Context: an optimization exercise on an open-source flow, tuned for small area. The choices shown serve that exercise and are no tape-out recipe. The RTL was checked by simulation tests, not by an equivalence proof against the original design. No activity file was given, so power comes from the tool's default toggle rates.

==> flow/design.v (outline; a module is shown in full before it is edited, if it fits) <==
// module rvp_legal: 29 lines
// module rvp_ex: 94 lines
// module rvp_cmp: 34 lines
// module rvp_mulu: 2782 lines
// module pipeline: 196 lines
module pipeline (
	input         clock,
	input         reset,
	input [3:0]   mem2proc_response,
	input [63:0]  mem2proc_data,
	input [3:0]   mem2proc_tag,
	output logic [1:0]  proc2mem_command,
	output logic [31:0] proc2mem_addr,
	output logic [63:0] proc2mem_data,
	output logic [1:0]  proc2mem_size,
	output logic [3:0]  pipeline_completed_insts,
	output logic [3:0]  pipeline_error_status,
	output logic [4:0]  pipeline_commit_wr_idx,
	output logic [31:0] pipeline_commit_wr_data,
	output logic        pipeline_commit_wr_en,
	output logic [31:0] pipeline_commit_NPC,
	output logic [31:0] if_NPC_out,
	output logic [31:0] if_IR_out,
	output logic        if_valid_inst_out,
	output logic [31:0] if_id_NPC,
	output logic [31:0] if_id_IR,
	output logic        if_id_valid_inst,
	output logic [31:0] id_ex_NPC,
	output logic [31:0] id_ex_IR,
	output logic        id_ex_valid_inst,
	output logic [31:0] ex_mem_NPC,
	output logic [31:0] ex_mem_IR,
	output logic        ex_mem_valid_inst,
	output logic [31:0] mem_wb_NPC,
	output logic [31:0] mem_wb_IR,
	output logic        mem_wb_valid_inst
);
  // ...
==> flow/flow/run.sh <==
#!/bin/bash
# Own flow: the standard layout (the same ORFS make targets and settings as
# standard.sh), with two changes:
#  - synthesis uses flow/synth.tcl (see there; registers are unchanged);
#  - the port buffers that global placement inserts are buf_1 cells instead
#    of the clkdlybuf4s50_1 cells buffer_ports picks by default. Every input
#    and output port still gets its buffer.
# Each tool's full output is in make.log (and ORFS's per-step logs under
# orfs/logs); the final DEF goes to out/final.def.
set -euo pipefail
W=$(pwd)
export BUFFER_PORTS_ARGS="-buffer_cell sky130_fd_sc_hd__buf_1"
make -C "$FLOW_HOME" DESIGN_CONFIG="$W/config.mk" WORK_HOME="$W/orfs" CLKGATE_MAP_FILE= \
  SYNTH_SCRIPT="$W/flow/synth.tcl" SYNTH_HIERARCHICAL=1 finish > "$W/make.log" 2>&1
R="$W/orfs/results/$FLOW_PLATFORM/pipeline/base"
: # left out here: write the final layout as DEF
==> flow/flow/synth.tcl <==
proc synth {args} { yosys synth -nofsm -noshare -noabc {*}$args }
proc abc {args} {
  set i [lsearch -exact $args -script]
  set area_args  [lreplace $args [expr {$i + 1}] [expr {$i + 1}] $::env(SCRIPTS_DIR)/abc_area.script]
  set speed_args [lreplace $args [expr {$i + 1}] [expr {$i + 1}] $::env(SCRIPTS_DIR)/abc_speed.script]
  puts "abc: area script on rvp_mulu"
  yosys abc {*}$area_args rvp_mulu
  puts "abc: speed script on the other modules"
  yosys abc {*}$speed_args * rvp_mulu %d
}
source $::env(SCRIPTS_DIR)/synth.tcl
# left out here: clear keep_hierarchy, flatten, clean up, hide names made inside functions, write 1_2_yosys.v
==> flow/standard.sh <==
#!/bin/bash
# synth_recipe.tcl (not shown) runs the flow's synth.tcl, then flattens the netlist and writes it again
# the make line also repeats each setting of config.mk as NAME=value (left out here)
make -C /OpenROAD-flow-scripts/flow DESIGN_CONFIG=/design/flow/config.mk WORK_HOME=/design/flow/orfs CLKGATE_MAP_FILE= SYNTH_SCRIPT=/design/flow/synth_recipe.tcl "${@:-finish}"
==> flow/config.mk <==
export PLATFORM = sky130hd
export DESIGN_NAME = pipeline
export DESIGN_NICKNAME = pipeline
export VERILOG_FILES = /design/flow/design.v
export SDC_FILE = /design/flow/constraint.sdc
export NUM_CORES = 4
export LEC_CHECK = 0
export CAP_MARGIN = 20
export CORE_MARGIN = 2
export CORE_UTILIZATION = 55
export CTS_BUF_LIST = sky130_fd_sc_hd__clkbuf_4 sky130_fd_sc_hd__clkbuf_8
export PLACE_DENSITY = 0.65
export SLEW_MARGIN = 20
==> flow/constraint.sdc <==
create_clock -name core_clock -period 12.0 [get_ports {clock}]
set_input_delay 2.4000 -clock core_clock [delete_from_list [all_inputs] [get_ports {clock}]]
set_output_delay 2.4000 -clock core_clock [all_outputs]
set_load 0.01 [all_outputs]
==> flow_summary_export.csv, run 1 <==
group,metric,value,unit
critical_path,cpMostUsedCell,"fa_1",
finish,fin_area,94200,sq um
route,dr_wl_met2,169000,microns
finish,seq_area,38300,sq um
finish,final_cell_mix,"edfxtp_1 (992), a22oi_1 (769), xor2_1 (562), buf_1 (535), fa_1 (502)",
power,seq_power,5.65,mW
critical_path,crit_path_end,"em_alu[31]",
logic_synthesis,seq_area_frac_synth,45.3,%
logic_synthesis,ys_top_cells_by_count,"edfxtp_1 (992), a22oi_1 (769), xor2_1 (562)",
sta,slew_viol_final,0,
finish,top_register,"rf",
finish,buffers,875,
finish,drive_above_1_share,13.2,%
finish,num_antenna_cells,41,
route,num_vias,74800,
critical_path,crit_buf_inv,3,
cts,cts_setup_buffers,0,
logic_synthesis,async_reset_ff_share,0,%
finish,mostFrequentLayoutCell,"edfxtp_1",
sta,setup_tns,0,ns
finish,buf_share,4.94,%
placement,dp_hpwl,274000,microns
sta,rsz0062_at_grt,"no",
sta,finalHoldViolations,0,
power,p_switching,4.38,mW
floorplanning,dieWidth,396,microns
placement,portBuffers,536,
route,dr_wl_met3,69600,microns
cts,cts_inserted_buffers,217,
logic_synthesis,synthXorXnorAreaFrac,6.20,%
status,status,"no timing/DRC/antenna violations",
cts,htree_num_levels,4,
sta,tightest_slew,1.33,ns
==> run 2: changes to the inputs <==
==> flow/flow/run.sh (replaced) <==
#!/bin/bash
# Own flow: the standard layout (the same ORFS make targets and settings as
# standard.sh), with these changes:
#  - synthesis uses flow/synth.tcl (see there; registers are unchanged);
#  - the port buffers that global placement inserts are buf_1 cells instead
#    of the clkdlybuf4s50_1 cells buffer_ports picks by default. Every input
#    and output port still gets its buffer;
#  - clock tree synthesis runs with its usual arguments plus
#    -dont_use_dummy_load (no balancing dummy loads on the leaves).
# Each tool's full output is in make.log (and ORFS's per-step logs under
# orfs/logs); the final DEF goes to out/final.def.
set -euo pipefail
W=$(pwd)
export BUFFER_PORTS_ARGS="-buffer_cell sky130_fd_sc_hd__buf_1"
export CTS_ARGS="-sink_clustering_enable -repair_clock_nets -dont_use_dummy_load -buf_list {sky130_fd_sc_hd__clkbuf_4 sky130_fd_sc_hd__clkbuf_8}"
make -C "$FLOW_HOME" DESIGN_CONFIG="$W/config.mk" WORK_HOME="$W/orfs" CLKGATE_MAP_FILE= \
  SYNTH_SCRIPT="$W/flow/synth.tcl" SYNTH_HIERARCHICAL=1 finish > "$W/make.log" 2>&1
R="$W/orfs/results/$FLOW_PLATFORM/pipeline/base"
: # left out here: write the final layout as DEF
--- a/flow/config.mk
+++ b/flow/config.mk
@@ -7,7 +7,5 @@
 export LEC_CHECK = 0
 export CAP_MARGIN = 20
 export CORE_MARGIN = 2
-export CORE_UTILIZATION = 55
-export CTS_BUF_LIST = sky130_fd_sc_hd__clkbuf_4 sky130_fd_sc_hd__clkbuf_8
-export PLACE_DENSITY = 0.65
+export CORE_UTILIZATION = 40
 export SLEW_MARGIN = 20
==> flow_summary_export.csv, run 2 <==
group,metric,value,unit
finish,final_cell_mix,"edfxtp_1 (992), a22oi_1 (769), xor2_1 (562), buf_1 (535), fa_1 (502)",
critical_path,critPathLaunch,"de_s2[20]",
global_routing,grt_max_degree,177,
cts,cts_max_path_buffers,3,
finish,final_core_util,44.8,%
sta,fin_hold_ws,0.422,ns
power,power_density,132,nW/um^2
critical_path,cpMostUsedCell,"fa_1",
worst_hold_path,min_from,"em_npc[6]",
cts,cts.clk_slew.worst_paths,0.06,ns
floorplanning,dieWidth,464,microns
finish,mostFrequentLayoutCell,"edfxtp_1",
finish,fin_area,94000,sq um
logic_synthesis,yosysUniqueCellTypes,92,
logic_synthesis,synth.most_common_cell,"edfxtp_1",
logic_synthesis,async_reset_ff_share,0,%
status,status,"no timing/DRC/antenna violations",
critical_path,cpPeakStageDelay,0.80,ns
floorplanning,initial_core_util,40.3,%
finish,nFillCells,19500,
placement,dp_hpwl,288000,microns
cts,cts_setup_buffers,0,
logic_synthesis,synth_top_area_share,35.2,%
cts,clk_latency,1.01,ns
placement,place_worst_setup_slack,0.532,ns
power,power,12.4,mW
run,maxCapViolations,0,
route,wl,435000,microns
critical_path,path_class,"register to register",
critical_path,crit_path_top_delay_cell,"or4_1",
global_routing,grt_pass1_vias,70300,
cts,cts_root_buf,"clkbuf_8",
sta,slew_headroom,13.2,%
sta,setup_viol,0,
finish,drive_above_1_share,12.3,%
logic_synthesis,synthFlopType,"edfxtp_1",
placement,placedCellCount,10400,
sta,finalHoldViolations,0,
logic_synthesis,yosysTopAreaCell,"edfxtp_1",
floorplanning,die_area,215000,sq um
critical_path,cp-end-kind,"register",
cts,htree_num_levels,4,
logic_synthesis,ys_ff_latch,1415,
global_routing,grt_first_pass_wirelength,583000,microns
global_routing,grt-ovfl-total,0,
sta,min_period_over_period,97.3,%
sta,fin_crit,11.68,ns
logic_synthesis,ys_top_cells_by_area,"edfxtp_1 (35%), fa_1 (12%), dfxtp_1 (10%), a22oi_1 (6.8%), xor2_1 (5.8%)",
cts,cts.sinks,1415,
sta,slew_viol_final,0,
critical_path,path_max_fanout,14,
logic_synthesis,seq_area_frac_synth,45.3,%
logic_synthesis,syn_inst,7266,
finish,areaGrowthSynthToFinish,11.3,%
sta,setup_tns,0,ns
power,p_leak,37.9,nW
critical_path,worstPathRequired,12.93,ns
route,viasPerCell,7.03,
route,ant_nets,0,
logic_synthesis,yosys_warnings,10,
worst_hold_path,min_path_type,"register to register",
global_routing,grt_usage,38.8,%
sta,rsz0062_at_grt,"no",
finish,finalNetCount,8594,
cts,tritoncts,"yes",
route,first_iter_violations,15600,
logic_synthesis,ys_top_cells_by_count,"edfxtp_1 (992), a22oi_1 (769), xor2_1 (562)",
route,drc,0,
critical_path,cp.arrival,12.60,ns
global_routing,antenna_found_initial,40,
sta,max_freq,0.0856,GHz
sta,fin_skew,0.196,ns
placement,dpl_cell_area,90800,sq um
sta,setup_ws,0.324,ns
logic_synthesis,synth_enable_flop_cells,992,
finish,top_register,"rf",
critical_path,cp-start-kind,"register",
sta,tightest_slew,1.30,ns
critical_path,rr_startpoint,"de_s2[20]",
logic_synthesis,netlist_area,84500,sq um
finish,fin_cells,10600,
floorplanning,die_h,464,microns
power,peakVddDrop,0.000134,V
route,num_vias,74600,
placement,gp_congestion,1.03,
logic_synthesis,postSynthAreaPerCell,11.6,sq um
finish,largest_register_ff_count,992,
cts,cts_resized,0,
floorplanning,core_area,210000,sq um
floorplanning,fp-row-count,168,
route,wire_per_inst,41.0,microns
cts,cts_hold_buf,0,
cts,cts_inserted_buffers,228,
route,dr.pass1.iters,10,
placement,portBuffers,536,
floorplanning,io_pins,577,
-- run 2: power by group --
| group | leakage (nW) | switching, mW | internal, mW |
|---|---|---|---|
| Combinational | 23.6 | 2.35 | 0.945 |
| Clock | 1.64 | 1.80 | 1.65 |
| Sequential | 12.6 | 0.146 | 5.51 |
| Total | 37.9 | 4.30 | 8.10 |
-- run 2: cell families (layout without fill, tap and decap cells) --
family | count (synthesis) | in the layout | synth area share [%]
and+or+nand+nor | 1560 | 1560 | 9.83
DFF | 1415 | 1415 | 45.3
xor gates and xnor gates | 598 | 598 | 6.20
other | 2 | 60 | 0.00889
AOI/OAI and AO/OA | 1832 | 1832 | 16.1
buffers and inverters | 941 | 1420 | 4.85
muxes | 179 | 179 | 2.33
adders and majority gates | 739 | 739 | 15.4
-- run 2: layout make-up --
type	count	area (sq um)	area share, %
timing repair buffer	928	5100	5.42
tap	2805	3510	3.73
clock buffer	228	3140	3.34
sequential	1415	38300	40.8
inverter	264	991	1.05
antenna	24	60.1	0.0639
multi-input combinational	4944	42900	45.6
-- run 2: worst paths after layout --
kind                     end  slack, ns  depth (start not counted)
setup / recovery  em_alu[31]       0.32                         45
hold / removal     mw_npc[6]       0.42                          1
setup reg to reg  em_alu[31]       0.32                         45
hold reg to reg    mw_npc[6]       0.42                          1
-- run 2: modules after synthesis (local to each module, per instance) --
module | flip-flops and latches | cell area (sq um) | copies in the design | cells inside
rvp_ex | 0 | 5790 | 1 | 885
rvp_mulu | 0 | 23000 | 1 | 2480
pipeline | 1415 | 54700 | 1 | 3749
rvp_cmp | 0 | 796 | 1 | 115
rvp_legal | 0 | 251 | 1 | 37
-- run 2: critical path: cells and delay by family, from the launching register on --
family                     cells  cell delay (ns)
buffers and inverters          6             1.12
AOI/OAI and AO/OA              9             2.33
DFF                            1             0.50
and+or+nand+nor               18             3.32
adders and majority gates      8             3.54
xor gates and xnor gates       4             0.83
-- run 2: per-layer routing --
metal / part of all wire (%) / vias to the layer above / global-route usage [%]
li1: - / 28000 / -
met4: 9.3 / 59 / 28.4
met2: 41 / 7553 / 54.8
met1: 34 / 36900 / 46.9
met5: 0.14 / - / 0.936
met3: 16 / 2046 / 16.6
==> run 3: changes to the inputs <==
--- a/flow/flow/run.sh
+++ b/flow/flow/run.sh
@@ -6,13 +6,15 @@
 #    of the clkdlybuf4s50_1 cells buffer_ports picks by default. Every input
 #    and output port still gets its buffer;
 #  - clock tree synthesis runs with its usual arguments plus
-#    -dont_use_dummy_load (no balancing dummy loads on the leaves).
+#    -dont_use_dummy_load (no balancing dummy loads on the leaves), with
+#    clkbuf_16 buffers and clusters of up to 24 sinks (fewer, larger leaf
+#    buffers; flip-flop clock-pin slew stays near 100 ps).
 # Each tool's full output is in make.log (and ORFS's per-step logs under
 # orfs/logs); the final DEF goes to out/final.def.
 set -euo pipefail
 W=$(pwd)
 export BUFFER_PORTS_ARGS="-buffer_cell sky130_fd_sc_hd__buf_1"
-export CTS_ARGS="-sink_clustering_enable -repair_clock_nets -dont_use_dummy_load -buf_list {sky130_fd_sc_hd__clkbuf_4 sky130_fd_sc_hd__clkbuf_8}"
+export CTS_ARGS="-sink_clustering_enable -repair_clock_nets -dont_use_dummy_load -buf_list {sky130_fd_sc_hd__clkbuf_16} -sink_clustering_size 24 -sink_clustering_max_diameter 80"
 make -C "$FLOW_HOME" DESIGN_CONFIG="$W/config.mk" WORK_HOME="$W/orfs" CLKGATE_MAP_FILE= \
   SYNTH_SCRIPT="$W/flow/synth.tcl" SYNTH_HIERARCHICAL=1 finish > "$W/make.log" 2>&1
 R="$W/orfs/results/$FLOW_PLATFORM/pipeline/base"
==> flow/flow/synth.tcl (replaced) <==
proc synth {args} { yosys synth -nofsm -noshare -noabc {*}$args }
proc abc {args} {
  set i [lsearch -exact $args -script]
  set area_args  [lreplace $args [expr {$i + 1}] [expr {$i + 1}] $::env(SCRIPTS_DIR)/abc_area.script]
  set speed_args [lreplace $args [expr {$i + 1}] [expr {$i + 1}] $::env(SCRIPTS_DIR)/abc_speed.script]
  puts "abc: area script on rvp_mulu and rvp_ex"
  yosys abc {*}$area_args rvp_mulu rvp_ex
  puts "abc: speed script on the other modules"
  yosys abc {*}$speed_args * rvp_mulu %d rvp_ex %d
}
source $::env(SCRIPTS_DIR)/synth.tcl
# left out here: clear keep_hierarchy, flatten, clean up, hide names made inside functions, write 1_2_yosys.v
==> flow_summary_export.csv, run 3 <==
group,metric,value,unit
status,status,"no timing/DRC/antenna violations",
worst_hold_path,min_from,"em_ill",
cts,clk_latency,0.83,ns
finish,largest_register_ff_count,992,
critical_path,ff2ff_setup_slack,0.30,ns
logic_synthesis,synthXorXnorAreaFrac,6.17,%
logic_synthesis,postSynthAreaPerCell,11.5,sq um
run,maxCapViolations,0,
critical_path,worstPathRequired,12.60,ns
sta,max_freq,0.0854,GHz
logic_synthesis,ys_top_cells_by_area,"edfxtp_1 (36%), fa_1 (12%), dfxtp_1 (10%), a22oi_1 (7.0%), xor2_1 (6.1%)",
logic_synthesis,synth-simple-area-share,9.98,%
global_routing,grt-ovfl-total,0,
global_routing,grt_max_degree,168,
critical_path,r2r_cells,43,
critical_path,worst_r2r_endpoint,"em_alu[31]",
logic_synthesis,yosys_warnings,10,
route,num_vias,73100,
sta,setup_viol,0,
logic_synthesis,synth-adder-area-share,15.5,%
route,first_iter_violations,15700,
critical_path,rr_startpoint,"de_s2[21]",
finish,areaGrowthSynthToFinish,9.41,%
route,drc,0,
cts,cts_setup_buffers,0,
placement,gp_congestion,1.02,
power,peakVddDrop,0.000158,V
logic_synthesis,synthMuxAreaShare,1.78,%
critical_path,path_max_fanout,33,
route,wl,418000,microns
critical_path,cpPeakStageDelay,1.22,ns
logic_synthesis,yosysUniqueCellTypes,84,
critical_path,cp-end-kind,"register",
floorplanning,initial_core_util,40.3,%
logic_synthesis,yosysTopAreaCell,"edfxtp_1",
cts,cts.clk_slew.worst_paths,0.10,ns
route,wire_per_inst,40.0,microns
route,ant_nets,0,
sta,finalHoldViolations,0,
placement,dp_hpwl,276000,microns
finish,top_register,"rf",
logic_synthesis,syn_inst,7269,
cts,cts_root_buf,"clkbuf_16",
worst_hold_path,min_path_type,"register to register",
logic_synthesis,synthFlopType,"edfxtp_1",
logic_synthesis,synth_top_family_by_area,"compound AO/OA/AOI/OAI gates",
sta,fin_skew,0.162,ns
power,power_density,124,nW/um^2
worst_hold_path,holdPathStages,1,
power,power,11.4,mW
floorplanning,dieWidth,461,microns
floorplanning,io_pins,577,
logic_synthesis,synth-compound-area-share,15.8,%
logic_synthesis,synth_top_area_share,35.6,%
logic_synthesis,synth.most_common_cell,"edfxtp_1",
route,viasPerCell,7.00,
floorplanning,die_h,461,microns
placement,portBuffers,536,
sta,slew_viol_final,0,
logic_synthesis,synth_enable_flop_cells,992,
logic_synthesis,async_reset_ff_share,0,%
global_routing,antenna_found_initial,41,
power,p_leak,37.0,nW
cts,htree_num_levels,3,
route,dr.pass1.iters,11,
global_routing,grt_pass1_vias,69000,
finish,mostFrequentLayoutCell,"edfxtp_1",
critical_path,path_class,"register to register",
critical_path,cp-start-kind,"register",
sta,setup_tns,0,ns
finish,final_cell_mix,"edfxtp_1 (992), a22oi_1 (777), xor2_1 (586), buf_1 (535), fa_1 (502)",
global_routing,grt_first_pass_wirelength,559000,microns
cts,cts_max_path_buffers,3,
critical_path,cp.arrival,12.30,ns
logic_synthesis,netlist_area,83700,sq um
critical_path,cpMostUsedCell,"nand2_1",
cts,cts_inserted_buffers,82,
critical_path,crit_path_top_delay_cell,"dfxtp_2",
floorplanning,core_area,207000,sq um
sta,rsz0062_at_grt,"no",
global_routing,grt_usage,37.9,%
finish,drive_above_1_share,10.2,%
sta,fin_crit,11.70,ns
logic_synthesis,ys_ff_latch,1415,
sta,tightest_slew,1.33,ns
floorplanning,fp-row-count,167,
floorplanning,die_area,213000,sq um
cts,cts_hold_buf,0,
sta,min_period_over_period,97.5,%
worst_hold_path,min_delay_worst_endpoint,"mw_ill",
logic_synthesis,seq_area_frac_synth,45.7,%
sta,slew_headroom,11.6,%
cts,cts_resized,0,
logic_synthesis,ys_top_cells_by_count,"edfxtp_1 (992), a22oi_1 (777), xor2_1 (586)",
cts,cts.sinks,1415,
cts,tritoncts,"yes",
finish,finalNetCount,8429,
run 3: cell types whose count changed in the layout (fill, tap and decap cells not counted), moves of 66 or more:
cell,before,now
clkbuf_8,228,0
nand2_1,302,463
nor2b_1,346,256
clkbuf_16,0,82
nand3_1,169,238
o211ai_1,0,66
run 3: stage by stage:
step	area (sq um)	hold slack, ns	setup slack, ns	std cells	util [%]
global placement	89400	0.427	0.926	10300	43.1
global route	91500	0.440	0.186	10400	44.1
CTS	91500	0.421	0.785	10400	44.1
floorplan	83800	0.414	3.21	7303	-
detailed placement	89400	0.428	0.928	10300	43.1
finish	91600	0.429	0.295	10400	44.1
run 3: Yosys stat by module (local to each module, per instance):
module,flip-flops and latches,cells
rvp_cmp,0,115
rvp_ex,0,888
pipeline,1415,3749
rvp_legal,0,37
rvp_mulu,0,2480
run 3: area by class of cell:
| cell class | instances | area [sq um] |
|---|---|---|
| inverters | 306 | 1150 |
| fillers | 19300 | 116000 |
| flip-flops and latches | 1415 | 38300 |
| diodes | 40 | 100 |
| multi-input cells | 4931 | 41800 |
| repair buffers | 880 | 4710 |
| clock buffers | 82 | 2050 |
| well taps | 2788 | 3490 |
run 3: worst max-delay path: cells and delay by family, from the launching register on:
kind | cells | cell delay (ns)
XOR/XNOR | 4 | 1.10
adder cells (fa/ha/maj) | 8 | 3.47
buffers and inverters | 2 | 0.86
flip-flops | 1 | 1.22
AO/OA/AOI/OAI | 6 | 1.21
AND/OR/NAND/NOR | 23 | 3.59
run 3: cells by family after synthesis:
logic type               after synthesis
AO/OA/AOI/OAI                       1813
XOR/XNOR                             590
adder cells (fa/ha/maj)              739
buffers and inverters                957
flip-flops                          1415
multiplexers                         132
other                                  2
AND/OR/NAND/NOR                     1621
run 3: per-layer routing:
metal  share of wire [%]  wire length (microns)  track usage (%)  vias up
met5                0.15                    644            0.941        -
met4                 9.4                  39300             27.3       31
met3                  16                  68100             16.6     2209
met2                  41                 170000             54.0     7763
met1                  34                 140000             45.2    35600
li1                    -                      -                -    27500
run 3: power breakdown:
part           switching [mW]  leakage [nW]  internal (mW)
Clock                    1.63          1.01           1.21
Combinational            2.08          23.4          0.846
Sequential              0.136          12.6           5.46
run 3: how the worst max path moves through the flow:
stage | start | to | cells past startpoint
2_1_floorplan | rf[612] | em_alu[31] | 43
3_3_place_gp | de_s2[21] | em_alu[31] | 45
3_5_place_dp | de_s2[16] | em_alu[31] | 45
4_1_cts | de_s2[16] | em_alu[31] | 45
5_1_grt | de_s2[22] | em_alu[31] | 46
6_report | de_s2[21] | em_alu[31] | 43
==> module pipeline, before the edit <==
module pipeline (
	input         clock,
	input         reset,
	input [3:0]   mem2proc_response,
	input [63:0]  mem2proc_data,
	input [3:0]   mem2proc_tag,
	output logic [1:0]  proc2mem_command,
	output logic [31:0] proc2mem_addr,
	output logic [63:0] proc2mem_data,
	output logic [1:0]  proc2mem_size,
	output logic [3:0]  pipeline_completed_insts,
	output logic [3:0]  pipeline_error_status,
	output logic [4:0]  pipeline_commit_wr_idx,
	output logic [31:0] pipeline_commit_wr_data,
	output logic        pipeline_commit_wr_en,
	output logic [31:0] pipeline_commit_NPC,
	output logic [31:0] if_NPC_out,
	output logic [31:0] if_IR_out,
	output logic        if_valid_inst_out,
	output logic [31:0] if_id_NPC,
	output logic [31:0] if_id_IR,
	output logic        if_id_valid_inst,
	output logic [31:0] id_ex_NPC,
	output logic [31:0] id_ex_IR,
	output logic        id_ex_valid_inst,
	output logic [31:0] ex_mem_NPC,
	output logic [31:0] ex_mem_IR,
	output logic        ex_mem_valid_inst,
	output logic [31:0] mem_wb_NPC,
	output logic [31:0] mem_wb_IR,
	output logic        mem_wb_valid_inst
);
	localparam logic [31:0] NOP = 32'h00000013;
	localparam logic [31:0] WFI = 32'h10500073;
	logic [31:0] fd_ir, fd_npc;
	logic        fd_valid;
	logic [31:0] de_ir, de_npc;
	logic        de_valid, de_ill;
	logic [31:1] de_s1, de_s2;    
	logic [31:0] em_ir, em_npc, em_alu, em_rs2;
	logic        em_valid, em_ill, em_tb;
	logic [31:0] mw_ir, mw_npc, mw_res;
	logic        mw_valid, mw_ill, mw_tb;
	logic [31:0] pc, pc4, if_ir;
	logic        dmem_busy;
	assign pc    = mw_tb ? mw_res : fd_npc;
	logic [30:0] inc_c;
	assign inc_c[0] = 1'b1;
	always_comb
		for (int i = 0; i < 30; i++)
			inc_c[i+1] = inc_c[i] & pc[i+2];
	assign pc4 = {pc[31:2] ^ inc_c[29:0], pc[1:0]};
	assign if_ir = pc[2] ? mem2proc_data[63:32] : mem2proc_data[31:0];
	assign if_NPC_out        = pc4;
	assign if_IR_out         = if_ir;
	assign if_valid_inst_out = 1'b1;
	always_ff @(posedge clock) begin
		if (reset) begin
			fd_ir    <= NOP;
			fd_npc   <= 32'd0;
			fd_valid <= 1'b0;
		end else begin
			fd_ir    <= if_ir;
			fd_npc   <= pc4;
			fd_valid <= 1'b1;
		end
	end
	assign if_id_NPC        = fd_npc;
	assign if_id_IR         = fd_ir;
	assign if_id_valid_inst = fd_valid;
	logic id_legal;
	rvp_legal u_legal (.ir(fd_ir), .legal(id_legal));
	always_ff @(posedge clock) begin
		if (reset) begin
			de_ir    <= NOP;
			de_npc   <= 32'd0;
			de_valid <= 1'b0;
			de_ill   <= 1'b0;
		end else begin
			de_ir    <= fd_ir;
			de_npc   <= fd_npc;
			de_valid <= fd_valid & id_legal;
			de_ill   <= fd_valid & ~id_legal;
		end
	end
	always_ff @(posedge clock)
		for (int i = 1; i < 32; i++) begin
			de_s1[i] <= ~reset & (fd_ir[19:15] == i[4:0]);
			de_s2[i] <= ~reset & (fd_ir[24:20] == i[4:0]);
		end
	assign id_ex_NPC        = de_npc;
	assign id_ex_IR         = de_ir;
	assign id_ex_valid_inst = de_valid;
	logic [31:1][31:0] rf;
	logic [31:0] wb_data;
	logic [4:0]  wb_idx;
	logic        wb_en;
	logic [31:1] rf_we;
	always_comb
		for (int i = 1; i < 32; i++)
			rf_we[i] = wb_en & (mw_ir[11:7] == i[4:0]);
	always_ff @(posedge clock)
		for (int i = 1; i < 32; i++)
			if (rf_we[i]) rf[i] <= wb_data;
	logic [31:0] rs1v, rs2v;
	always_comb begin
		rs1v = 32'd0;
		rs2v = 32'd0;
		for (int i = 1; i < 32; i++) begin
			rs1v = rs1v | (rf[i] & {32{de_s1[i]}});
			rs2v = rs2v | (rf[i] & {32{de_s2[i]}});
		end
	end
	logic [31:0] ex_alu;
	logic        ex_tb;
	rvp_ex u_ex (
		.ir(de_ir), .ill(de_ill), .npc(de_npc), .rs1(rs1v), .rs2(rs2v),
		.result(ex_alu), .take_branch(ex_tb)
	);
	always_ff @(posedge clock) begin
		if (reset) begin
			em_ir    <= NOP;
			em_npc   <= 32'd0;
			em_alu   <= 32'd0;
			em_valid <= 1'b0;
			em_ill   <= 1'b0;
			em_tb    <= 1'b0;
		end else begin
			em_ir    <= de_ir;
			em_npc   <= de_npc;
			em_alu   <= ex_alu;
			em_valid <= de_valid;
			em_ill   <= de_ill;
			em_tb    <= ex_tb;
		end
	end
	always_ff @(posedge clock)
		em_rs2 <= rs2v;
	assign ex_mem_NPC        = em_npc;
	assign ex_mem_IR         = em_ir;
	assign ex_mem_valid_inst = em_valid;
	logic em_ld, em_st;
	logic [31:0] mem_res;
	logic [31:0] ld_raw;
	assign em_ld = em_valid & (em_ir[6:0] == 7'b0000011);
	assign em_st = em_valid & (em_ir[6:0] == 7'b0100011);
	assign dmem_busy = em_ld | em_st;
	assign proc2mem_command = em_st ? 2'd2 : 2'd1;
	assign proc2mem_addr    = dmem_busy ? em_alu : {pc[31:3], 3'b0};
	assign proc2mem_size    = dmem_busy ? em_ir[13:12] : 2'd3;
	assign proc2mem_data    = {32'b0, em_rs2};
	assign ld_raw = mem2proc_data[31:0];
	always_comb begin
		if (~em_ld)
			mem_res = em_alu;
		else if (em_ir[13:12] == 2'b00)
			mem_res = {{24{ld_raw[7] & ~em_ir[14]}}, ld_raw[7:0]};
		else if (em_ir[13:12] == 2'b01)
			mem_res = {{16{ld_raw[15] & ~em_ir[14]}}, ld_raw[15:0]};
		else
			mem_res = ld_raw;
	end
	always_ff @(posedge clock) begin
		if (reset) begin
			mw_ir    <= NOP;
			mw_npc   <= 32'd0;
			mw_res   <= 32'd0;
			mw_valid <= 1'b0;
			mw_ill   <= 1'b0;
			mw_tb    <= 1'b0;
		end else begin
			mw_ir    <= em_ir;
			mw_npc   <= em_npc;
			mw_res   <= mem_res;
			mw_valid <= em_valid;
			mw_ill   <= em_ill;
			mw_tb    <= em_tb;
		end
	end
	assign mem_wb_NPC        = mw_npc;
	assign mem_wb_IR         = mw_ir;
	assign mem_wb_valid_inst = mw_valid;
	logic wb_dest;
	assign wb_dest = mw_valid & ~(mw_ir[5] & ~mw_ir[3] & ~mw_ir[2] & (mw_ir[6] | ~mw_ir[4]));
	assign wb_idx  = mw_ir[11:7] & {5{wb_dest}};
	assign wb_en   = |wb_idx;
	assign wb_data = mw_tb ? mw_npc : mw_res;
	assign pipeline_completed_insts = {3'b0, mw_valid};
	assign pipeline_error_status    = mw_ill             ? 4'h2 :
	                                  (mw_ir == WFI)     ? 4'he :
	                                  (mem2proc_response == 4'h0) ? 4'h5 : 4'ha;
	assign pipeline_commit_wr_idx   = wb_idx;
	assign pipeline_commit_wr_data  = wb_data;
	assign pipeline_commit_wr_en    = wb_en;
	assign pipeline_commit_NPC      = mw_npc;
endmodule
==> run 4: changes to the inputs <==
--- a/flow/design.v
+++ b/flow/design.v
@@ -3146,7 +3146,8 @@
 	logic        fd_valid;
 	logic [31:0] de_ir, de_npc;
 	logic        de_valid, de_ill;
-	logic [31:1] de_s1, de_s2;    
+	logic [3:0] de_h1, de_h2;
+	logic [7:0] de_l1, de_l2;
 	logic [31:0] em_ir, em_npc, em_alu, em_rs2;
 	logic        em_valid, em_ill, em_tb;
 	logic [31:0] mw_ir, mw_npc, mw_res;
@@ -3193,11 +3194,16 @@
 			de_ill   <= fd_valid & ~id_legal;
 		end
 	end
-	always_ff @(posedge clock)
-		for (int i = 1; i < 32; i++) begin
-			de_s1[i] <= ~reset & (fd_ir[19:15] == i[4:0]);
-			de_s2[i] <= ~reset & (fd_ir[24:20] == i[4:0]);
+	always_ff @(posedge clock) begin
+		for (int i = 0; i < 4; i++) begin
+			de_h1[i] <= ~reset & (fd_ir[19:18] == i[1:0]);
+			de_h2[i] <= ~reset & (fd_ir[24:23] == i[1:0]);
 		end
+		for (int i = 0; i < 8; i++) begin
+			de_l1[i] <= (fd_ir[17:15] == i[2:0]);
+			de_l2[i] <= (fd_ir[22:20] == i[2:0]);
+		end
+	end
 	assign id_ex_NPC        = de_npc;
 	assign id_ex_IR         = de_ir;
 	assign id_ex_valid_inst = de_valid;
@@ -3212,13 +3218,20 @@
 	always_ff @(posedge clock)
 		for (int i = 1; i < 32; i++)
 			if (rf_we[i]) rf[i] <= wb_data;
-	logic [31:0] rs1v, rs2v;
+	logic [31:0] rs1v, rs2v, t1, t2;
 	always_comb begin
 		rs1v = 32'd0;
 		rs2v = 32'd0;
-		for (int i = 1; i < 32; i++) begin
-			rs1v = rs1v | (rf[i] & {32{de_s1[i]}});
-			rs2v = rs2v | (rf[i] & {32{de_s2[i]}});
+		for (int h = 0; h < 4; h++) begin
+			t1 = 32'd0;
+			t2 = 32'd0;
+			for (int l = 0; l < 8; l++)
+				if (8 * h + l > 0) begin
+					t1 = t1 | (rf[8 * h + l] & {32{de_l1[l]}});
+					t2 = t2 | (rf[8 * h + l] & {32{de_l2[l]}});
+				end
+			rs1v = rs1v | (t1 & {32{de_h1[h]}});
+			rs2v = rs2v | (t2 & {32{de_h2[h]}});
 		end
 	end
 	logic [31:0] ex_alu;
==> flow_summary_export.csv, run 4 <==
group,metric,value,unit
floorplanning,io_pins,577,
cts,cts.sinks,1377,
route,viasPerCell,6.69,
run,maxCapViolations,0,
finish,final_cell_mix,"a22oi_1 (1,033), edfxtp_1 (992), xor2_1 (586), buf_1 (535), nand2_1 (518)",
cts,cts_root_buf,"clkbuf_16",
status,status,"no timing/DRC/antenna violations",
floorplanning,fp-row-count,167,
power,p_leak,36.3,nW
cts,clk_latency,0.80,ns
logic_synthesis,yosysUniqueCellTypes,80,
logic_synthesis,ys_ff_latch,1377,
logic_synthesis,async_reset_ff_share,0,%
route,first_iter_violations,11400,
cts,cts.clk_slew.worst_paths,0.09,ns
floorplanning,dieWidth,460,microns
global_routing,grt_pass1_vias,65900,
floorplanning,initial_core_util,40.2,%
cts,cts_resized,0,
critical_path,cp-end-kind,"register",
sta,setup_ws,0.637,ns
placement,dp_hpwl,253000,microns
route,drc,0,
critical_path,path_class,"register to register",
sta,setup_viol,0,
worst_hold_path,min_path_type,"register to register",
finish,areaGrowthSynthToFinish,8.81,%
sta,fin_skew,0.128,ns
sta,slew_viol_final,0,
sta,min_period_over_period,94.7,%
placement,dpl_cell_area,88500,sq um
finish,mostFrequentLayoutCell,"a22oi_1",
critical_path,path_max_fanout,51,
power,peakVddDrop,0.000149,V
sta,max_freq,0.0880,GHz
critical_path,cpPeakStageDelay,0.95,ns
sta,tightest_slew,1.18,ns
placement,gp_congestion,1.04,
logic_synthesis,seq_area_frac_synth,45.1,%
critical_path,cp-start-kind,"register",
logic_synthesis,yosysTopAreaCell,"edfxtp_1",
floorplanning,die_area,211000,sq um
critical_path,cpMostUsedCell,"fa_1",
cts,cts_setup_buffers,0,
route,ant_nets,0,
critical_path,crit_buf_inv,6,
logic_synthesis,yosys_warnings,10,
logic_synthesis,ys_top_cells_by_area,"edfxtp_1 (36%), fa_1 (12%), a22oi_1 (9.3%), dfxtp_1 (9.3%), xor2_1 (6.2%)",
finish,seq_area,37600,sq um
critical_path,crit_path_top_delay_cell,"dfxtp_4",
global_routing,antenna_found_initial,25,
finish,largest_register_ff_count,992,
critical_path,cpLargestDelayFamily,"adder cells",
logic_synthesis,ys_top_cells_by_count,"a22oi_1 (1,033), edfxtp_1 (992), xor2_1 (586)",
logic_synthesis,synth_top_area_share,35.8,%
route,wl,371000,microns
logic_synthesis,synth.most_common_cell,"a22oi_1",
cts,htree_num_levels,3,
cts,cts_max_path_buffers,3,
logic_synthesis,postSynthAreaPerCell,11.3,sq um
sta,slew_headroom,21.5,%
critical_path,worstPathRequired,12.64,ns
power,power,11.0,mW
route,dr.pass1.iters,10,
route,wire_per_inst,36.1,microns
sta,rsz0062_at_grt,"no",
logic_synthesis,netlist_area,83100,sq um
finish,top_register,"rf",
logic_synthesis,synth_enable_flop_cells,992,
placement,place_worst_setup_slack,1.20,ns
logic_synthesis,syn_inst,7335,
sta,finalHoldViolations,0,
sta,fin_crit,11.36,ns
finish,fin_area,90400,sq um
finish,drive_above_1_share,9.15,%
critical_path,critPathLaunch,"de_l2[2]",
global_routing,grt-ovfl-total,0,
cts,cts_inserted_buffers,78,
cts,cts_hold_buf,0,
sta,setup_tns,0,ns
global_routing,grt_usage,33.8,%
finish,multi_input_area,41900,sq um
critical_path,rr_startpoint,"de_l2[2]",
floorplanning,die_h,460,microns
floorplanning,core_area,207000,sq um
worst_hold_path,min_from,"em_tb",
finish,final_core_util,43.7,%
logic_synthesis,synthFlopType,"edfxtp_1",
finish,finalNetCount,8391,
finish,nFillCells,19300,
placement,portBuffers,536,
power,power_density,122,nW/um^2
global_routing,grt_max_degree,84,
route,num_vias,68800,
cts,tritoncts,"yes",
critical_path,cp.arrival,12.00,ns
global_routing,grt_first_pass_wirelength,509000,microns
## run 4: final cells by class
type / count / share of cell area, %
diodes: 7 / 0.0194
clock buffers: 78 / 2.16
inverters: 306 / 1.27
multi-input cells: 4985 / 46.3
flip-flops and latches: 1377 / 41.5
well taps: 2704 / 3.74
repair buffers: 830 / 4.95
## run 4: cell families (layout without fill, tap and decap cells)
group / Yosys count / in the layout / share of synthesized area, %
AO/OA/AOI/OAI: 1964 / 1964 / 16.6
AND/OR/NAND/NOR: 1523 / 1523 / 9.44
flip-flops: 1377 / 1377 / 45.1
buffers and inverters: 1007 / 1214 / 5.14
adder cells (fa/ha/maj): 739 / 739 / 15.7
XOR/XNOR: 590 / 590 / 6.22
multiplexers: 133 / 133 / 1.80
other: 2 / 43 / 0.00904
## run 4: per-layer routing
metal / wire length [microns] / GRT usage [%] / part of all wire (%)
met1: 133000 / 42.3 / 36
met2: 163000 / 51.5 / 44
met3: 50500 / 10.9 / 14
met4: 25300 / 19.5 / 6.8
met5: 163 / 0 / 0.044
## run 4: stage by stage
| step | hold slack, ns | instances |
|---|---|---|
| floorplan | 0.414 | 7369 |
| global placement | 0.436 | 10200 |
| detailed placement | 0.429 | 10200 |
| CTS | 0.416 | 10300 |
| global route | 0.441 | 10300 |
| finish | 0.414 | 10300 |
## run 4: report_power, final
part	switching [mW]	leakage, nW	internal, mW
clock network	1.55	0.961	1.15
logic	1.97	23.0	0.872
registers	0.168	12.3	5.30
total	3.69	36.3	7.32
## run 4: worst paths after layout
kind / end / depth (start not counted) / slack (ns)
max: em_alu[31] / 45 / 0.64
min reg2reg: mw_tb / 1 / 0.41
min: mw_tb / 1 / 0.41
max reg2reg: em_alu[31] / 45 / 0.64
## run 4: modules after synthesis, one instance, submodules excluded
module | cells | copies in the design | flip-flops and latches
rvp_mulu | 2479 | 1 | 0
pipeline | 3816 | 1 | 1377
rvp_legal | 37 | 1 | 0
rvp_cmp | 115 | 1 | 0
rvp_ex | 888 | 1 | 0
==> run 5: changes to the inputs <==
--- a/flow/flow/run.sh
+++ b/flow/flow/run.sh
@@ -8,12 +8,16 @@
 #  - clock tree synthesis runs with its usual arguments plus
 #    -dont_use_dummy_load (no balancing dummy loads on the leaves), with
 #    clkbuf_16 buffers and clusters of up to 24 sinks (fewer, larger leaf
-#    buffers; flip-flop clock-pin slew stays near 100 ps).
+#    buffers; flip-flop clock-pin slew stays near 100 ps);
+#  - RECOVER_POWER=100: after global routing, ORFS's repair_timing
+#    -recover_power downsizes gates on paths with positive slack (it keeps
+#    every path's slack positive).
 # Each tool's full output is in make.log (and ORFS's per-step logs under
 # orfs/logs); the final DEF goes to out/final.def.
 set -euo pipefail
 W=$(pwd)
 export BUFFER_PORTS_ARGS="-buffer_cell sky130_fd_sc_hd__buf_1"
+export RECOVER_POWER=100
 export CTS_ARGS="-sink_clustering_enable -repair_clock_nets -dont_use_dummy_load -buf_list {sky130_fd_sc_hd__clkbuf_16} -sink_clustering_size 24 -sink_clustering_max_diameter 80"
 make -C "$FLOW_HOME" DESIGN_CONFIG="$W/config.mk" WORK_HOME="$W/orfs" CLKGATE_MAP_FILE= \
   SYNTH_SCRIPT="$W/flow/synth.tcl" SYNTH_HIERARCHICAL=1 finish > "$W/make.log" 2>&1
==> flow_summary_export.csv, run 5 <==
group,metric,value,unit
sta,tightest_slew,3.82,ns
placement,place_worst_setup_slack,1.20,ns
route,num_vias,68800,
logic_synthesis,seq_area_frac_synth,45.1,%
logic_synthesis,ys_ff_latch,1377,
finish,final_cell_mix,"a22oi_1 (1,033), edfxtp_1 (992), xor2_1 (586), nand2_1 (520)",
sta,slew_headroom,-155,%
cts,cts_setup_buffers,0,
global_routing,grt_first_pass_wirelength,509000,microns
logic_synthesis,postSynthAreaPerCell,11.3,sq um
cts,cts.sinks,1377,
placement,dpl_cell_area,88500,sq um
power,swShare,33.5,%
cts,clk_latency,0.80,ns
power,p_leak,36.0,nW
logic_synthesis,synth_enable_flop_cells,992,
finish,areaGrowthSynthToFinish,8.12,%
sta,finalHoldViolations,0,
finish,largest_register_ff_count,992,
logic_synthesis,yosysTopAreaCell,"edfxtp_1",
placement,gp_congestion,1.04,
finish,finalNetCount,8391,
cts,cts_root_buf,"clkbuf_16",
worst_hold_path,min_path_type,"register to register",
logic_synthesis,async_reset_ff_share,0,%
critical_path,crit_path_top_delay_cell,"dfxtp_4",
floorplanning,die_area,211000,sq um
finish,fin_cells,10300,
global_routing,grt_max_degree,84,
power,combinationalPowerShare,25.5,%
placement,dp_hpwl,253000,microns
route,drc,0,
power,peakVddDrop,0.000148,V
floorplanning,die_h,460,microns
logic_synthesis,syn_inst,7335,
sta,rsz0062_at_grt,"no",
cts,cts_hold_buf,0,
critical_path,path_max_fanout,51,
route,ant_nets,0,
floorplanning,core_area,207000,sq um
power,power_density,122,nW/um^2
placement,portBuffers,536,
route,first_iter_violations,11400,
sta,fin_skew,0.129,ns
route,wire_per_inst,36.0,microns
logic_synthesis,yosys_warnings,10,
power,power,11.0,mW
power,power.internal,7.30,mW
cts,cts_inserted_buffers,78,
sta,slew_viol_final,2111,
cts,cts_max_path_buffers,3,
logic_synthesis,synthFlopType,"edfxtp_1",
logic_synthesis,ys_top_cells_by_count,"a22oi_1 (1,033), edfxtp_1 (992), xor2_1 (586)",
run,maxCapViolations,79,
critical_path,path_class,"register to register",
cts,cts_resized,0,
floorplanning,fp-row-count,167,
finish,mostFrequentLayoutCell,"a22oi_1",
logic_synthesis,netlist_area,83100,sq um
critical_path,worstPathRequired,12.47,ns
sta,setup_tns,0,ns
sta,setup_ws,0.452,ns
placement,placedCellCount,10200,
sta,setup_viol,0,
status,violations,"capacitance limit, slew limit",
logic_synthesis,yosysUniqueCellTypes,80,
finish,drive_above_1_share,6.85,%
route,viasPerCell,6.68,
global_routing,grt-ovfl-total,0,
critical_path,cpPeakStageDelay,0.98,ns
finish,nFillCells,19400,
sta,fin_crit,11.55,ns
floorplanning,dieWidth,460,microns
power,p_clk_share,24.6,%
cts,tritoncts,"yes",
global_routing,grt_pass1_vias,65900,
power,power_frac_seq,49.9,%
power,p_switching,3.68,mW
global_routing,grt_usage,33.8,%
route,dr.pass1.iters,7,
sta,max_freq,0.0866,GHz
route,wl,371000,microns
critical_path,cp-end-kind,"register",
floorplanning,initial_core_util,40.2,%
sta,min_period_over_period,96.2,%
cts,cts.clk_slew.worst_paths,0.10,ns
cts,htree_num_levels,3,
logic_synthesis,synth.most_common_cell,"a22oi_1",
critical_path,cp.arrival,12.01,ns
logic_synthesis,ys_top_cells_by_area,"edfxtp_1 (36%), fa_1 (12%), a22oi_1 (9.3%), dfxtp_1 (9.3%), xor2_1 (6.2%)",
status,status,"failed layout checks",
logic_synthesis,synth_top_area_share,35.8,%
finish,top_register,"rf",
critical_path,cp-start-kind,"register",
finish,fin_area,89900,sq um
global_routing,antenna_found_initial,25,
floorplanning,io_pins,577,
[run 5: cell types whose count changed in the layout (fill, tap and decap cells not counted), moves of 15 or more]
cell	before	now
clkbuf_1	0	118
buf_4	274	189
mux2_1	4	58
mux2_2	118	64
buf_1	535	502
and2_0	0	31
and2_1	42	11
nor2_1	118	146
nor2_4	34	6
o21ai_0	89	104
o21ai_1	34	19
[run 5: metal layers]
layer	up-vias	track usage (%)	share of wire [%]
met4	20	19.5	7.0
li1	27500	-	-
met1	34600	42.3	36
met5	-	0	0.093
met3	1168	10.9	14
met2	5442	51.5	44
[run 5: power by group through the flow]
stage               clock, mW  sequential (mW)  combinational, mW
global placement            0             5.56               2.67
detailed placement          0             5.56               2.70
global route             2.86             5.48               2.91
CTS                      2.72             5.46               2.72
floorplan                   0             5.46               1.49
finish                   2.71             5.48               2.80
[run 5: stage by stage]
step,utilization (%),hold WS [ns]
6_report,43.4,0.424
5_1_grt,43.4,0.450
4_1_cts,43.7,0.416
3_5_place_dp,42.8,0.429
3_3_place_gp,42.8,0.436
2_1_floorplan,-,0.414
[run 5: final cells by class]
cell class	instances	area, sq um	share of cell area, %
tap	2704	3380	3.76
sequential	1377	37600	41.8
antenna	7	17.5	0.0195
clock buffer	78	1950	2.17
multi-input combinational	4985	41600	46.3
inverter	306	1150	1.28
timing repair buffer	830	4160	4.63
[run 5: modules after synthesis (local to each module, per instance)]
module     cell area [sq um]  flops+latches
pipeline               54100           1377
rvp_mulu               23000              0
rvp_ex                  4990              0
rvp_cmp                  796              0
rvp_legal                251              0
[run 5: worst paths after layout]
kind / startpoint / end / slack [ns] / depth (start not counted)
worst max-delay path: de_l2[2] / em_alu[31] / 0.45 / 46
worst min-delay path: em_tb / mw_tb / 0.42 / 1
worst max register to register: de_l2[2] / em_alu[31] / 0.45 / 46
worst min register to register: em_tb / mw_tb / 0.42 / 1
[run 5: cells by family (layout without fill, tap and decap cells)]
logic type,count (synthesis),after routing,synth area share [%]
muxes,133,133,1.80
adders and majority gates,739,739,15.7
other,2,43,0.00904
AOI/OAI and AO/OA,1964,1964,16.6
and+or+nand+nor,1523,1523,9.44
xor gates and xnor gates,590,590,6.22
DFF,1377,1377,45.1
buffers and inverters,1007,1214,5.14
[run 5: critical path: cells and delay by family, from the launching register on]
| kind | cells | cell delay, ns |
|---|---|---|
| adder cells (fa/ha/maj) | 7 | 2.96 |
| buffers and inverters | 6 | 1.53 |
| AND/OR/NAND/NOR | 23 | 3.45 |
| XOR/XNOR | 4 | 0.81 |
| AO/OA/AOI/OAI | 6 | 1.47 |
| flip-flops | 1 | 0.98 |
==> run 6: changes to the inputs <==
==> flow/flow/run.sh (replaced) <==
#!/bin/bash
# Own flow: the standard layout (the same ORFS make targets and settings as
# standard.sh), with these changes:
#  - synthesis uses flow/synth.tcl (see there; registers are unchanged);
#  - the port buffers that global placement inserts are buf_1 cells instead
#    of the clkdlybuf4s50_1 cells buffer_ports picks by default. Every input
#    and output port still gets its buffer;
set -euo pipefail
W=$(pwd)
export BUFFER_PORTS_ARGS="-buffer_cell sky130_fd_sc_hd__buf_1"
export CTS_ARGS="-sink_clustering_enable -repair_clock_nets -dont_use_dummy_load -buf_list {sky130_fd_sc_hd__clkbuf_8} -sink_clustering_size 16 -sink_clustering_max_diameter 60"
make -C "$FLOW_HOME" DESIGN_CONFIG="$W/config.mk" WORK_HOME="$W/orfs" CLKGATE_MAP_FILE= \
  SYNTH_SCRIPT="$W/flow/synth.tcl" SYNTH_HIERARCHICAL=1 finish > "$W/make.log" 2>&1
R="$W/orfs/results/$FLOW_PLATFORM/pipeline/base"
: # left out here: write the final layout as DEF
--- a/flow/config.mk
+++ b/flow/config.mk
@@ -7,5 +7,5 @@
 export LEC_CHECK = 0
 export CAP_MARGIN = 20
 export CORE_MARGIN = 2
-export CORE_UTILIZATION = 40
+export CORE_UTILIZATION = 50
 export SLEW_MARGIN = 20
==> flow_summary_export.csv, run 6 <==
group,metric,value,unit
sta,fin_skew,0.196,ns
cts,clk_latency,0.96,ns
global_routing,use_met2,63.0,%
logic_synthesis,ys_ff_latch,1377,
critical_path,cp-end-kind,"primary output",
global_routing,grt_usage,42.3,%
cts,cts_max_path_buffers,3,
cts,cts_root_buf,"clkbuf_8",
logic_synthesis,synth.most_common_cell,"a22oi_1",
cts,htree_num_levels,3,
logic_synthesis,synthMuxAreaShare,1.80,%
finish,top_register,"rf",
finish,finalNetCount,8410,
finish,seq_area,37600,sq um
power,power_density,119,nW/um^2
logic_synthesis,synth-adder-area-share,15.7,%
logic_synthesis,yosys_warnings,10,
sta,max_freq,0.0905,GHz
route,viasPerCell,7.05,
route,drc,0,
sta,tightest_slew,1.19,ns
sta,rsz0062_at_grt,"no",
cts,cts_inserted_buffers,113,
global_routing,grt_first_pass_wirelength,506000,microns
critical_path,path_max_fanout,34,
critical_path,cpMostUsedCell,"ha_1",
logic_synthesis,synth-simple-area-share,9.44,%
critical_path,crit_path_top_delay_cell,"dfxtp_4",
critical_path,cp-start-kind,"register",
power,p_leak,36.0,nW
route,num_vias,69100,
floorplanning,die_h,412,microns
finish,final_cell_mix,"a22oi_1 (1,033), edfxtp_1 (992), xor2_1 (586), buf_1 (535), nand2_1 (520)",
floorplanning,initial_core_util,50.4,%
logic_synthesis,yosysTopAreaCell,"edfxtp_1",
cts,cts.clk_slew.worst_paths,0.10,ns
finish,areaGrowthSynthToFinish,7.28,%
worst_hold_path,min_path_type,"register to register",
logic_synthesis,synthFlopType,"edfxtp_1",
run,maxCapViolations,0,
cts,cts_resized,0,
cts,cts_hold_buf,0,
critical_path,worstPathRequired,9.60,ns
placement,portBuffers,536,
route,ant_nets,0,
logic_synthesis,seq_area_frac_synth,45.1,%
global_routing,grt-ovfl-total,0,
finish,multi_input_area,41900,sq um
floorplanning,io_pins,577,
logic_synthesis,ys_top_cells_by_area,"edfxtp_1 (36%), fa_1 (12%), a22oi_1 (9.3%), dfxtp_1 (9.3%), xor2_1 (6.2%)",
sta,finalHoldViolations,0,
finish,drive_above_1_share,9.34,%
cts,cts_setup_buffers,0,
global_routing,grt_max_degree,156,
floorplanning,dieWidth,412,microns
logic_synthesis,async_reset_ff_share,0,%
logic_synthesis,ys_top_cells_by_count,"a22oi_1 (1,033), edfxtp_1 (992), xor2_1 (586)",
sta,fin_hold_ws,0.422,ns
finish,largest_register_ff_count,992,
power,peakVddDrop,0.000115,V
global_routing,met3_usage,11.8,%
finish,fin_area,89200,sq um
logic_synthesis,synth_top_area_share,35.8,%
route,first_iter_violations,11300,
critical_path,path_class,"register to primary output",
route,wire_per_inst,37.7,microns
floorplanning,core_area,165000,sq um
finish,mostFrequentLayoutCell,"a22oi_1",
sta,setup_tns,0,ns
sta,slew_viol_final,0,
logic_synthesis,syn_inst,7335,
placement,dp_hpwl,246000,microns
logic_synthesis,netlist_area,83100,sq um
logic_synthesis,postSynthAreaPerCell,11.3,sq um
route,dr.pass1.iters,9,
global_routing,antenna_found_initial,44,
route,wl,369000,microns
logic_synthesis,yosysUniqueCellTypes,80,
floorplanning,die_area,170000,sq um
critical_path,cp.arrival,8.65,ns
placement,dpl_cell_area,87500,sq um
logic_synthesis,synth_enable_flop_cells,992,
cts,cts.sinks,1377,
sta,slew_headroom,20.4,%
cts,tritoncts,"yes",
sta,min_period_over_period,92.1,%
placement,gp_congestion,1.01,
sta,fin_crit,11.05,ns
finish,nFillCells,14300,
finish,fin_cells,9810,
finish,final_core_util,54.0,%
critical_path,cpPeakStageDelay,0.66,ns
floorplanning,fp-row-count,149,
logic_synthesis,synthXorXnorAreaFrac,6.22,%
global_routing,grt_pass1_vias,65700,
status,status,"no timing/DRC/antenna violations",
logic_synthesis,synth_top_family_by_area,"compound AO/OA/AOI/OAI gates",
logic_synthesis,synth-compound-area-share,16.6,%
placement,placedCellCount,9671,
global_routing,met1_usage,55.0,%
sta,setup_viol,0,
global_routing,gr-max-usage-layer,"met2",
run 6: cell counts after synthesis:
No cell type changed its count.
run 6: cell type report:
type / instances / share of cell area (%)
clock buffers: 113 / 1.74
flip-flops and latches: 1377 / 42.1
diodes: 26 / 0.0730
inverters: 306 / 1.29
well taps: 2189 / 3.07
repair buffers: 814 / 4.73
multi-input cells: 4985 / 47.0
run 6: modules after synthesis (local to each module, per instance):
module,area (sq um),flops+latches,copies in the design,cells
rvp_cmp,796,0,1,115
rvp_legal,251,0,1,37
rvp_mulu,23000,0,1,2479
rvp_ex,4990,0,1,888
pipeline,54100,1377,1,3816
run 6: report_power, final:
group	internal, mW	leakage, nW	switching [mW]
Clock	0.833	0.813	1.52
Sequential	5.30	12.3	0.178
Combinational	0.866	22.9	1.96
Total	7.00	36.0	3.65
run 6: metrics by stage:
stage | setup WS [ns] | power, mW
6_report | 0.949 | 10.7
5_1_grt | 0.519 | 10.9
4_1_cts | 1.05 | 10.5
3_5_place_dp | 1.29 | 8.27
3_3_place_gp | 1.33 | 8.24
2_1_floorplan | 3.38 | 6.95
run 6: final timing paths:
check              endpoint       start  slack [ns]  cells past startpoint
max reg2reg      em_alu[31]    de_l2[3]        1.00                     44
min reg2reg      de_npc[21]  fd_npc[21]        0.42                      1
min              de_npc[21]  fd_npc[21]        0.42                      1
max          if_NPC_out[31]       mw_tb        0.95                     33
run 6: worst max-delay path, delay by kind of cell (launching register included):
family | cells | cell delay [ns]
flops | 1 | 0.66
mux | 1 | 0.30
fa+ha+maj | 28 | 5.57
buf+inv | 3 | 0.93
xor+xnor | 1 | 0.25
run 6: routing by layer:
| layer | share of wire (%) | vias to the layer above |
|---|---|---|
| met4 | 7.2 | 28 |
| met3 | 13 | 1251 |
| met2 | 43 | 5863 |
| met1 | 36 | 34400 |
| li1 | - | 27600 |
| met5 | 0.050 | - |
run 6: logic make-up after synthesis:
family / Yosys count
AND/OR/NAND/NOR: 1523
flip-flops: 1377
adder cells (fa/ha/maj): 739
multiplexers: 133
AO/OA/AOI/OAI: 1964
buffers and inverters: 1007
other: 2
XOR/XNOR: 590

==> afterwards: timing with drivers on the ports <==
No port has a modelled driver above. Below, the same layouts with a new extraction and two added sets of constraints. Step 1 (the two cells are an assumption about what drives the block):
set clk [get_ports {clock}]
set_driving_cell -lib_cell sky130_fd_sc_hd__clkbuf_16 $clk
set_driving_cell -lib_cell sky130_fd_sc_hd__buf_2 [delete_from_list [all_inputs] $clk]
Step 2 moves the port delays by t, midway between the first and last clock arrival at a register: inputs arrive t later, outputs are due t later. That takes back most of the time a late clock gives input paths. Slacks: ideal / step 1 / step 2; pairs: ideal / step 1.
run	t, ns	slack for setup (ns)	worst setup path after step 2	latest minus earliest clock arrival (ns)
run 1	1.020	0.487 / 0.487 / 0.487	register to register	0.117 / 0.117
run 2	0.985	0.324 / 0.324 / 0.324	register to register	0.215 / 0.215
run 3	0.823	0.295 / 0.295 / 0.295	register to register	0.166 / 0.166
run 4	0.813	0.637 / 0.637 / 0.637	register to register	0.150 / 0.150
run 5	0.814	0.452 / 0.452 / 0.452	register to register	0.145 / 0.145
run 6	0.949	0.949 / 0.862 / 1.004	register to register	0.200 / 0.200
